This is an optimization exercise on Yosys and OpenROAD, whose aim is small area and a short achievable clock period, not a production implementation. In this exercise RTL edits were held to simulation tests only and were not proved equivalent to the original.

==> flow/design.v <==
`timescale 1ns/100ps
module priority_encoder(
			input [24:0] significand,
			input [7:0] Exponent_a,
			output reg [24:0] Significand,
			output [7:0] Exponent_sub
			);
reg [4:0] shift;
always @(significand)
begin
	casex (significand)
		25'b1_1xxx_xxxx_xxxx_xxxx_xxxx_xxxx :	begin
													Significand = significand;
									 				shift = 5'd0;
								 			  	end
		25'b1_01xx_xxxx_xxxx_xxxx_xxxx_xxxx : 	begin						
										 			Significand = significand << 1;
									 				shift = 5'd1;
								 			  	end
		25'b1_001x_xxxx_xxxx_xxxx_xxxx_xxxx : 	begin						
										 			Significand = significand << 2;
									 				shift = 5'd2;
								 				end
		25'b1_0001_xxxx_xxxx_xxxx_xxxx_xxxx : 	begin 							
													Significand = significand << 3;
								 	 				shift = 5'd3;
								 				end
		25'b1_0000_1xxx_xxxx_xxxx_xxxx_xxxx : 	begin						
									 				Significand = significand << 4;
								 	 				shift = 5'd4;
								 				end
		25'b1_0000_01xx_xxxx_xxxx_xxxx_xxxx : 	begin						
									 				Significand = significand << 5;
								 	 				shift = 5'd5;
								 				end
		25'b1_0000_001x_xxxx_xxxx_xxxx_xxxx : 	begin						 
									 				Significand = significand << 6;
								 	 				shift = 5'd6;
								 				end
		25'b1_0000_0001_xxxx_xxxx_xxxx_xxxx : 	begin						 
									 				Significand = significand << 7;
								 	 				shift = 5'd7;
								 				end
		25'b1_0000_0000_1xxx_xxxx_xxxx_xxxx : 	begin						 
									 				Significand = significand << 8;
								 	 				shift = 5'd8;
								 				end
		25'b1_0000_0000_01xx_xxxx_xxxx_xxxx : 	begin						 
									 				Significand = significand << 9;
								 	 				shift = 5'd9;
								 				end
		25'b1_0000_0000_001x_xxxx_xxxx_xxxx : 	begin						 
									 				Significand = significand << 10;
								 	 				shift = 5'd10;
								 				end
		25'b1_0000_0000_0001_xxxx_xxxx_xxxx : 	begin						 
									 				Significand = significand << 11;
								 	 				shift = 5'd11;
								 				end
		25'b1_0000_0000_0000_1xxx_xxxx_xxxx : 	begin						 
									 				Significand = significand << 12;
								 	 				shift = 5'd12;
								 				end
		25'b1_0000_0000_0000_01xx_xxxx_xxxx : 	begin						 
									 				Significand = significand << 13;
								 	 				shift = 5'd13;
								 				end
		25'b1_0000_0000_0000_001x_xxxx_xxxx : 	begin						 
									 				Significand = significand << 14;
								 	 				shift = 5'd14;
								 				end
		25'b1_0000_0000_0000_0001_xxxx_xxxx  : 	begin						 
									 				Significand = significand << 15;
								 	 				shift = 5'd15;
								 				end
		25'b1_0000_0000_0000_0000_1xxx_xxxx : 	begin						 
									 				Significand = significand << 16;
								 	 				shift = 5'd16;
								 				end
		25'b1_0000_0000_0000_0000_01xx_xxxx : 	begin						 
											 		Significand = significand << 17;
										 	 		shift = 5'd17;
												end
		25'b1_0000_0000_0000_0000_001x_xxxx : 	begin						 
									 				Significand = significand << 18;
								 	 				shift = 5'd18;
								 				end
		25'b1_0000_0000_0000_0000_0001_xxxx : 	begin						 
									 				Significand = significand << 19;
								 	 				shift = 5'd19;
												end
		25'b1_0000_0000_0000_0000_0000_1xxx :	begin						 
									 				Significand = significand << 20;
								 					shift = 5'd20;
								 				end
		25'b1_0000_0000_0000_0000_0000_01xx : 	begin						 
									 				Significand = significand << 21;
								 	 				shift = 5'd21;
								 				end
		25'b1_0000_0000_0000_0000_0000_001x : 	begin						 
									 				Significand = significand << 22;
								 	 				shift = 5'd22;
								 				end
		25'b1_0000_0000_0000_0000_0000_0001 : 	begin						 
									 				Significand = significand << 23;
								 	 				shift = 5'd23;
								 				end
		25'b1_0000_0000_0000_0000_0000_0000 : 	begin						 
								 					Significand = significand << 24;
							 	 					shift = 5'd24;
								 				end
		default : 	begin
						Significand = (~significand) + 1'b1;
						shift = 8'd0;
					end
	endcase
end
assign Exponent_sub = Exponent_a - shift;
endmodule
`timescale 1ns/100ps
module Addition_Subtraction(
input [31:0] a_operand,b_operand,  
input AddBar_Sub,				   
output Exception,
output [31:0] result               
);
wire operation_sub_addBar;
wire Comp_enable;
wire output_sign;
wire [31:0] operand_a,operand_b;
wire [23:0] significand_a,significand_b;
wire [7:0] exponent_diff;
wire [23:0] significand_b_add_sub;
wire [7:0] exponent_b_add_sub;
wire [24:0] significand_add;
wire [30:0] add_sum;
wire [23:0] significand_sub_complement;
wire [24:0] significand_sub;
wire [30:0] sub_diff;
wire [24:0] subtraction_diff; 
wire [7:0] exponent_sub;
wire [7:0] exp_a, exp_b;
wire perform;
assign {Comp_enable,operand_a,operand_b} = (a_operand[30:0] < b_operand[30:0]) ? {1'b1,b_operand,a_operand} : {1'b0,a_operand,b_operand};
assign exp_a = operand_a[30:23];
assign exp_b = operand_b[30:23];
assign Exception = (&operand_a[30:23]) | (&operand_b[30:23]);
assign output_sign = AddBar_Sub ? Comp_enable ? !operand_a[31] : operand_a[31] : operand_a[31] ;
assign operation_sub_addBar = AddBar_Sub ? operand_a[31] ^ operand_b[31] : ~(operand_a[31] ^ operand_b[31]);
assign significand_a = (|operand_a[30:23]) ? {1'b1,operand_a[22:0]} : {1'b0,operand_a[22:0]};
assign significand_b = (|operand_b[30:23]) ? {1'b1,operand_b[22:0]} : {1'b0,operand_b[22:0]};
assign exponent_diff = operand_a[30:23] - operand_b[30:23];
assign significand_b_add_sub = significand_b >> exponent_diff;
assign exponent_b_add_sub = operand_b[30:23] + exponent_diff; 
assign perform = (operand_a[30:23] == exponent_b_add_sub);
assign significand_add = (perform & operation_sub_addBar) ? (significand_a + significand_b_add_sub) : 25'd0; 
assign add_sum[22:0] = significand_add[24] ? significand_add[23:1] : significand_add[22:0];
assign add_sum[30:23] = significand_add[24] ? (1'b1 + operand_a[30:23]) : operand_a[30:23];
assign significand_sub_complement = (perform & !operation_sub_addBar) ? ~(significand_b_add_sub) + 24'd1 : 24'd0 ; 
assign significand_sub = perform ? (significand_a + significand_sub_complement) : 25'd0;
priority_encoder pe(significand_sub,operand_a[30:23],subtraction_diff,exponent_sub);
assign sub_diff[30:23] = exponent_sub;
assign sub_diff[22:0] = subtraction_diff[22:0];
assign result = Exception ? 32'b0 : ((!operation_sub_addBar) ? {output_sign,sub_diff} : {output_sign,add_sum});
endmodule
`timescale 1ns/100ps
module Multiplication(
		input [31:0] a_operand,
		input [31:0] b_operand,
		output Exception,Overflow,Underflow,
		output [31:0] result
		);
wire sign,product_round,normalised,zero;
wire [8:0] exponent,sum_exponent;
wire [22:0] product_mantissa;
wire [23:0] operand_a,operand_b;
wire [47:0] product,product_normalised;  
assign sign = a_operand[31] ^ b_operand[31];
assign Exception = (&a_operand[30:23]) | (&b_operand[30:23]);
assign operand_a = (|a_operand[30:23]) ? {1'b1,a_operand[22:0]} : {1'b0,a_operand[22:0]};
assign operand_b = (|b_operand[30:23]) ? {1'b1,b_operand[22:0]} : {1'b0,b_operand[22:0]};
assign product = operand_a * operand_b;			 
assign product_round = |product_normalised[22:0];   
assign normalised = product[47] ? 1'b1 : 1'b0;	
assign product_normalised = normalised ? product : product << 1;	 
assign product_mantissa = product_normalised[46:24] + {21'b0,(product_normalised[23] & product_round)};
assign zero = Exception ? 1'b0 : (product_mantissa == 23'd0) ? 1'b1 : 1'b0;
assign sum_exponent = a_operand[30:23] + b_operand[30:23];
assign exponent = sum_exponent - 8'd127 + normalised;
assign Overflow = ((exponent[8] & !exponent[7]) & !zero) ;  
assign Underflow = ((exponent[8] & exponent[7]) & !zero) ? 1'b1 : 1'b0; 
assign result = Exception ? 32'd0 : zero ? {sign,31'd0} : Overflow ? {sign,8'hFF,23'd0} : Underflow ? {sign,31'd0} : {sign,exponent[7:0],product_mantissa};
endmodule
`timescale 1ns/100ps
module Comparison (
	input [31:0] a_operand,
	input [31:0] b_operand,
	output reg [1:0] result
	);
    always @ (*) 
    begin
      result = 2'b00;
      if (a_operand[31] == 1'b1 & b_operand[31] == 1'b1)
      begin
        if (a_operand[30:23] == b_operand[30:23]) 
          begin
          if (a_operand[22:0] == b_operand[22:0]) begin
              result = 2'b00;
          end 
          else begin
            if (a_operand[22:0] > b_operand[22:0]) result = 2'b10;
            else result = 2'b01;
          end
        end
        else begin
          if (a_operand[30:23] > b_operand[30:23]) result = 2'b10;
          else result = 2'b01;
        end
      end 
      if (a_operand[31] == 1'b0 & b_operand[31] == 1'b1)
      begin
        result = 2'b01;
      end 
      if (a_operand[31] == 1'b1 & b_operand[31] == 1'b0)
      begin
        result = 2'b10;
      end 
      if (a_operand[31] == 1'b0 & b_operand[31] == 1'b0)
      begin
        if (a_operand[30:23] == b_operand[30:23]) begin
          if (a_operand[22:0] == b_operand[22:0]) begin
              result = 2'b00;
          end 
          else begin
            if (a_operand[22:0] > b_operand[22:0]) result = 2'b01;
            else result = 2'b10;
          end
        end
        else begin
          if (a_operand[30:23] > b_operand[30:23]) result = 2'b01;
          else result = 2'b10;
        end
      end    
    end
endmodule
`timescale 1ns/100ps
module neuron (CLK, INIT, RESET, SPIKED, V_OUT, U_OUT, I, a, b, c, d);
    localparam POINT_ZERO_FOUR = 32'h3d23d70a;
    localparam FIVE = 32'h40a00000;
    localparam ONE_FORTY = 32'h430c0000;
    localparam THIRTY = 32'h41f00000;
    input CLK, INIT, RESET;
    input [31:0] I, a, b, c, d;
    output SPIKED;
    output [31:0] V_OUT, U_OUT;
    reg [31:0] V;    
    reg [31:0] U;    
    assign V_OUT = V;
    assign U_OUT = U;
    wire [31:0] POINT_ZERO_FOUR_V, POINT_ZERO_FOUR_V_SQUARED, FIVE_V, B_V, 
                B_V_MINUS_U, ADD1_OUT, ADD2_OUT, ADD3_OUT, DV, DU, V_NEW, U_NEW, U_PLUS_D;
    wire [1:0] COMPARE_RESULT;
    wire Mul1_Exception, Mul1_Overflow, Mul1_Underflow,
         Mul2_Exception, Mul2_Overflow, Mul2_Underflow,
         Mul3_Exception, Mul3_Overflow, Mul3_Underflow,
         Mul4_Exception, Mul4_Overflow, Mul4_Underflow,
         Mul5_Exception, Mul5_Overflow, Mul5_Underflow,
         Add1_Exception, Add2_Exception, Add3_Exception,
         Add4_Exception, Add5_Exception, Add6_Exception,
         Add7_Exception, Add8_Exception;
    Multiplication mul1 (POINT_ZERO_FOUR, V, Mul1_Exception, Mul1_Overflow, Mul1_Underflow, POINT_ZERO_FOUR_V);
    Multiplication mul2 (POINT_ZERO_FOUR_V, V, Mul2_Exception, Mul2_Overflow, Mul2_Underflow, POINT_ZERO_FOUR_V_SQUARED);
    Multiplication mul3 (FIVE, V, Mul3_Exception, Mul3_Overflow, Mul3_Underflow, FIVE_V);
    Addition_Subtraction add1 (POINT_ZERO_FOUR_V_SQUARED, FIVE_V, 1'b0, Add1_Exception, ADD1_OUT);
    Addition_Subtraction add2 (ADD1_OUT, ONE_FORTY, 1'b0, Add2_Exception, ADD2_OUT);
    Addition_Subtraction add3 (ADD2_OUT, U, 1'b1, Add3_Exception, ADD3_OUT);
    Addition_Subtraction add4 (ADD3_OUT, I, 1'b0, Add4_Exception, DV);
    Addition_Subtraction add7 (V, DV, 1'b0, Add7_Exception, V_NEW);
    Multiplication mul4 (b, V, Mul4_Exception, Mul4_Overflow, Mul4_Underflow, B_V);
    Addition_Subtraction add5 (B_V, U, 1'b1, Add5_Exception, B_V_MINUS_U);
    Multiplication mul5 (a, B_V_MINUS_U, Mul5_Exception, Mul5_Overflow, Mul5_Underflow, DU);
    Addition_Subtraction add8 (U, DU, 1'b0, Add8_Exception, U_NEW);
    Addition_Subtraction add6 (U, d, 1'b0, Add6_Exception, U_PLUS_D);
    Comparison CuI (V, THIRTY, COMPARE_RESULT);
    assign SPIKED = (COMPARE_RESULT == 2'b00) | (COMPARE_RESULT == 2'b01);
    always @ (posedge CLK)
    begin
        if (INIT)
        begin
            V <= c;
            U <= 32'd0;
        end
        else if (RESET)
        begin
            V <= c;
            U <= U_PLUS_D;
        end
        else
        begin
            V <= V_NEW;
            U <= U_NEW;
        end
    end
endmodule
==> flow/run.sh <==
#!/bin/bash
# synth_recipe.tcl (not shown) runs the flow's synth.tcl, then flattens the netlist and writes it again
# the make line also repeats each setting of config.mk as NAME=value (left out here)
make -C /OpenROAD-flow-scripts/flow DESIGN_CONFIG=/design/flow/config.mk WORK_HOME=/design/flow/orfs CLKGATE_MAP_FILE= SYNTH_SCRIPT=/design/flow/synth_recipe.tcl finish
==> flow/config.mk <==
export PLATFORM = sky130hd
export DESIGN_NAME = neuron
export DESIGN_NICKNAME = neuron
export VERILOG_FILES = /design/flow/design.v
export SDC_FILE = /design/flow/constraint.sdc
export NUM_CORES = 4
export LEC_CHECK = 0
export CAP_MARGIN = 20
export CORE_MARGIN = 2
export CORE_UTILIZATION = 40
export PLACE_DENSITY = 0.6
export SLEW_MARGIN = 20
==> flow/constraint.sdc <==
create_clock -name core_clock -period 120.0 [get_ports {CLK}]
set_input_delay 24.0000 -clock core_clock [delete_from_list [all_inputs] [get_ports {CLK}]]
set_output_delay 24.0000 -clock core_clock [all_outputs]
set_load 0.01 [all_outputs]
==> results.tsv <==
stage	metric	value	unit
outcome	status	finished clean	
critical_path	CP max FO	69	
sta	max-slew violation count	0	
drt	Vias	167000	
job	Max-cap violations	0	
drt	Avg Vias per Cell	6.293	
critical_path	crit path kind	reg2reg	
placed_design	Placed Instances	26490	
drt	DR DRC count	0	
sta	worst slew pin tran	1.329	ns
critical_path	most frequent CP cell	a21oi_1	
yosys	Synth cell types	135	
sta	RSZ-0062 raised after global routing	no	
sta	Setup Skew	0.02560	ns
yosys	Ys Warns	3	
yosys	Post-synth EDFFs	0	
yosys	Synth Instances	21660	
floorplanning	Initial Util	40.25	%
floorplanning	core area	0.3863	mm^2
cells_and_area	area growth from synthesis to layout	6.487	%
yosys	Yosys reg bits	64	
floorplanning	Die W	627.4	um
critical_path	R2R Setup Slk	11.68	ns
global_routing	largest net degree at the start of global routing	79	
drt	drt total wl	702000	um
clock_tree	CTS Root Cell	clkbuf_16	
global_routing	global-route wire length before repair	1049000	um
critical_path	Buf/Inv on CP	37	
sta	Fin. Hold Viols	0	
drt	DRT iter0 DRCs	21880	
sta	setup TNS	0	ns
yosys	register area share after synthesis	0.8241	%
cells_and_area	share of layout cells above drive strength 1	5.437	%
sta	crit path time final	108.32	ns
sta	Finish-stage setup viols	0	
drt	DR WL/cell	26.46	um
cells_and_area	Finished Layout Cells	26530	
cells_and_area	final net count	24800	
global_routing	Overflow after GRT	0	
clock_tree	Post-CTS Setup Inserts	0	
critical_path	FF-to-FF path depth	395	
critical_path	Arrival @ worst endpoint	108.62	ns
sta	fmax	9.232	MHz
global_routing	Overall Global Routing Usage	34.68	%
critical_path	max incr delay on CP	0.85	ns
hold_path	Worst Hold End	V[31]	
floorplanning	number of core rows	228	
floorplanning	Die Area	0.3937	mm^2
clock_tree	clock sink count	64	
clock_tree	Clock Latency Late Sink	0.44	ns
hold_path	WHS Path Cells	3	
clock_tree	CTS tree	yes	
critical_path	crit start category	flip-flop	
global_routing	initial antenna violation count	45	
drt	antenna-violating nets left	0	
critical_path	CP max stage cell	nor3_1	
hold_path	HP Start	V[31]	
critical_path	CP endpoint kind	flip-flop	
yosys	ys async rst share	0	%
clock_tree	CTS H-tree lvls	3	
clock_tree	Hold-fix buffers, CTS	0	
critical_path	reg2reg end	V[30]	
cells_and_area	commonest non-fill, non-tap cell in the layout	nand2_1	
placed_design	DP Wirelength	552300	um
sta	final worst-path cycle share	90.26	%
placed_design	IO buf count	227	
cells_and_area	Filler cells	40460	
floorplanning	Die Ht	627.4	um
sta	relative slew slack	10.61	%
clock_tree	CTS Buffer Depth	2	
clock_tree	Num CTS Buffers	9	
floorplanning	I/O pin cnt	228	
critical_path	required time of the worst setup path	120.31	ns
yosys	post-synthesis area per instance	7.179	um^2
critical_path	Crit path max-delay family	compound AO/OA/AOI/OAI gates	
yosys	top_reg_cell synth	dfxtp_1	
critical_path	Reg2Reg Launch Point	V[28]	
hold_path	Hold WC Path Type	reg2reg	
yosys	mapped cell area	0.1555	mm^2
clock_tree	clk slew on worst S/H paths	0.06	ns
clock_tree	post-CTS sizing	0	
drt	first-pass iteration count of the detailed router	13	
cells_and_area	commonest non-fill, non-tap cells in the layout	nand2_1, inv_1, fa_1, nor2_1, ha_1	
placed_design	GP Congestion	1.073	
global_routing	vias in the first global route	161600	
[metrics by stage]
stage | util (%) | instance area [um^2] | worst slack, ns | hold WS, ns
3_5_place_dp | 42.76 | 165200 | 13.87 | 1.013
2_1_floorplan | - | 155500 | 26.53 | 0.8102
6_report | 42.86 | 165600 | 11.68 | 1.014
3_3_place_gp | 42.75 | 165100 | 16.02 | 1.019
4_1_cts | 42.83 | 165400 | 13.49 | 1.026
5_1_grt | 42.85 | 165500 | 2.805 | 1.089
[state kept, by name, indices dropped and copies added (netlist names)]
signal	flops
U	32
V	32
[how the worst max path moves through the flow]
stage | startpoint | to | slack [ns] | cells past startpoint
after global placement | V[28] | V[30] | 16.02 | 394
after CTS | V[28] | V[30] | 13.49 | 395
final | V[28] | V[30] | 11.68 | 395
after floorplan | V[29] | V[30] | 26.53 | 431
after global routing | V[28] | V[30] | 2.81 | 398
after detailed placement | V[28] | V[30] | 13.87 | 395
[layer usage]
metal  up-vias  wire (um)  GRT usage (%)
li1      74410          -              -
met1     81290     291000          46.86
met2      9296     298300          52.56
met3      1928      71620          7.002
met4        32      40970          16.77
met5         -        199              0
[logic make-up (layout without fill, tap and decap cells)]
family	after synthesis	after routing	share of synthesized area, %
AND/OR/NAND/NOR	7442	7442	22.27
AO/OA/AOI/OAI	5310	5310	22.69
other	1	25	0.002412
XOR/XNOR	1151	1151	6.526
multiplexers	489	489	3.415
buffers and inverters	3897	3573	9.499
adder cells (fa/ha/maj)	3303	3303	34.77
flip-flops	64	64	0.8241
[Yosys cell counts, drive strengths merged (95+ instances only)]
library cell	n	area [um^2]
mux2	95	1070
and2	455	2846
a22oi	143	1074
o221ai	155	1376
nor2	1697	6382
mux2i	371	3721
a21oi	1369	6867
o22ai	299	1877
nor3	638	3268
nand4	217	1391
o211ai	133	1022
clkbuf	1075	4035
a221oi	224	1974
o21ai	1120	5624
nand2b	158	988.5
nor2b	143	894.6
fa	1696	33950
a211oi	194	1504
a21o	247	1854
nand3	502	2530
a222oi	109	1091
nand2	2780	10450
xor2	317	2776
inv	2647	9936
o21bai	264	1982
nor4	201	1313
buf	136	650.6
ha	1607	20110
and3	202	1264
xnor2	830	7277
a31oi	166	1045
or3	141	882.1
[final cells by class]
class | instances | area (um^2) | area share, %
Timing Repair Buffer | 871 | 7079 | 4.276
Antenna cell | 23 | 57.56 | 0.03477
Clock buffer | 9 | 225.2 | 0.1360
Inverter | 2686 | 10080 | 6.090
Sequential cell | 64 | 1340 | 0.8094
Multi-Input combinational cell | 17700 | 140200 | 84.70
Clock inverter | 7 | 62.56 | 0.03779
Tap cell | 5175 | 6475 | 3.911
[worst min-delay path, stage by stage (launching register included)]
cell     delay (ns)
dfxtp_1        0.56
nand2_1        0.15
nand2_1        0.07
a22o_1         0.19

## port drivers added, routing unchanged
Ports are ideal in the flow. The routed layout listed here was re-timed in OpenROAD. Step 1 (the two cells are an assumption about what drives the block):
set clk [get_ports {CLK}]
set_driving_cell -lib_cell sky130_fd_sc_hd__clkbuf_16 $clk
set_driving_cell -lib_cell sky130_fd_sc_hd__buf_2 [delete_from_list [all_inputs] $clk]
Step 2 times the ports against the registers' clock, not the clock port: input delays grow and output delays shrink by t, the midpoint of the rising clock arrivals with the driver on. a / b / c = ideal / step 1 / step 2; a / b = the first two.
shift t [ns]: 0.516
slack for setup (ns): 11.685 / 11.685 / 11.685
worst setup path at the end: register to register
slew at the worst register clock pin (ns): 0.09 / 0.09
pins driven straight from the clock port: 1
After both steps setup and hold are still met in this run. The setup slack of this run moves by 0.000 ns with the drivers and by 0.000 ns with both steps.
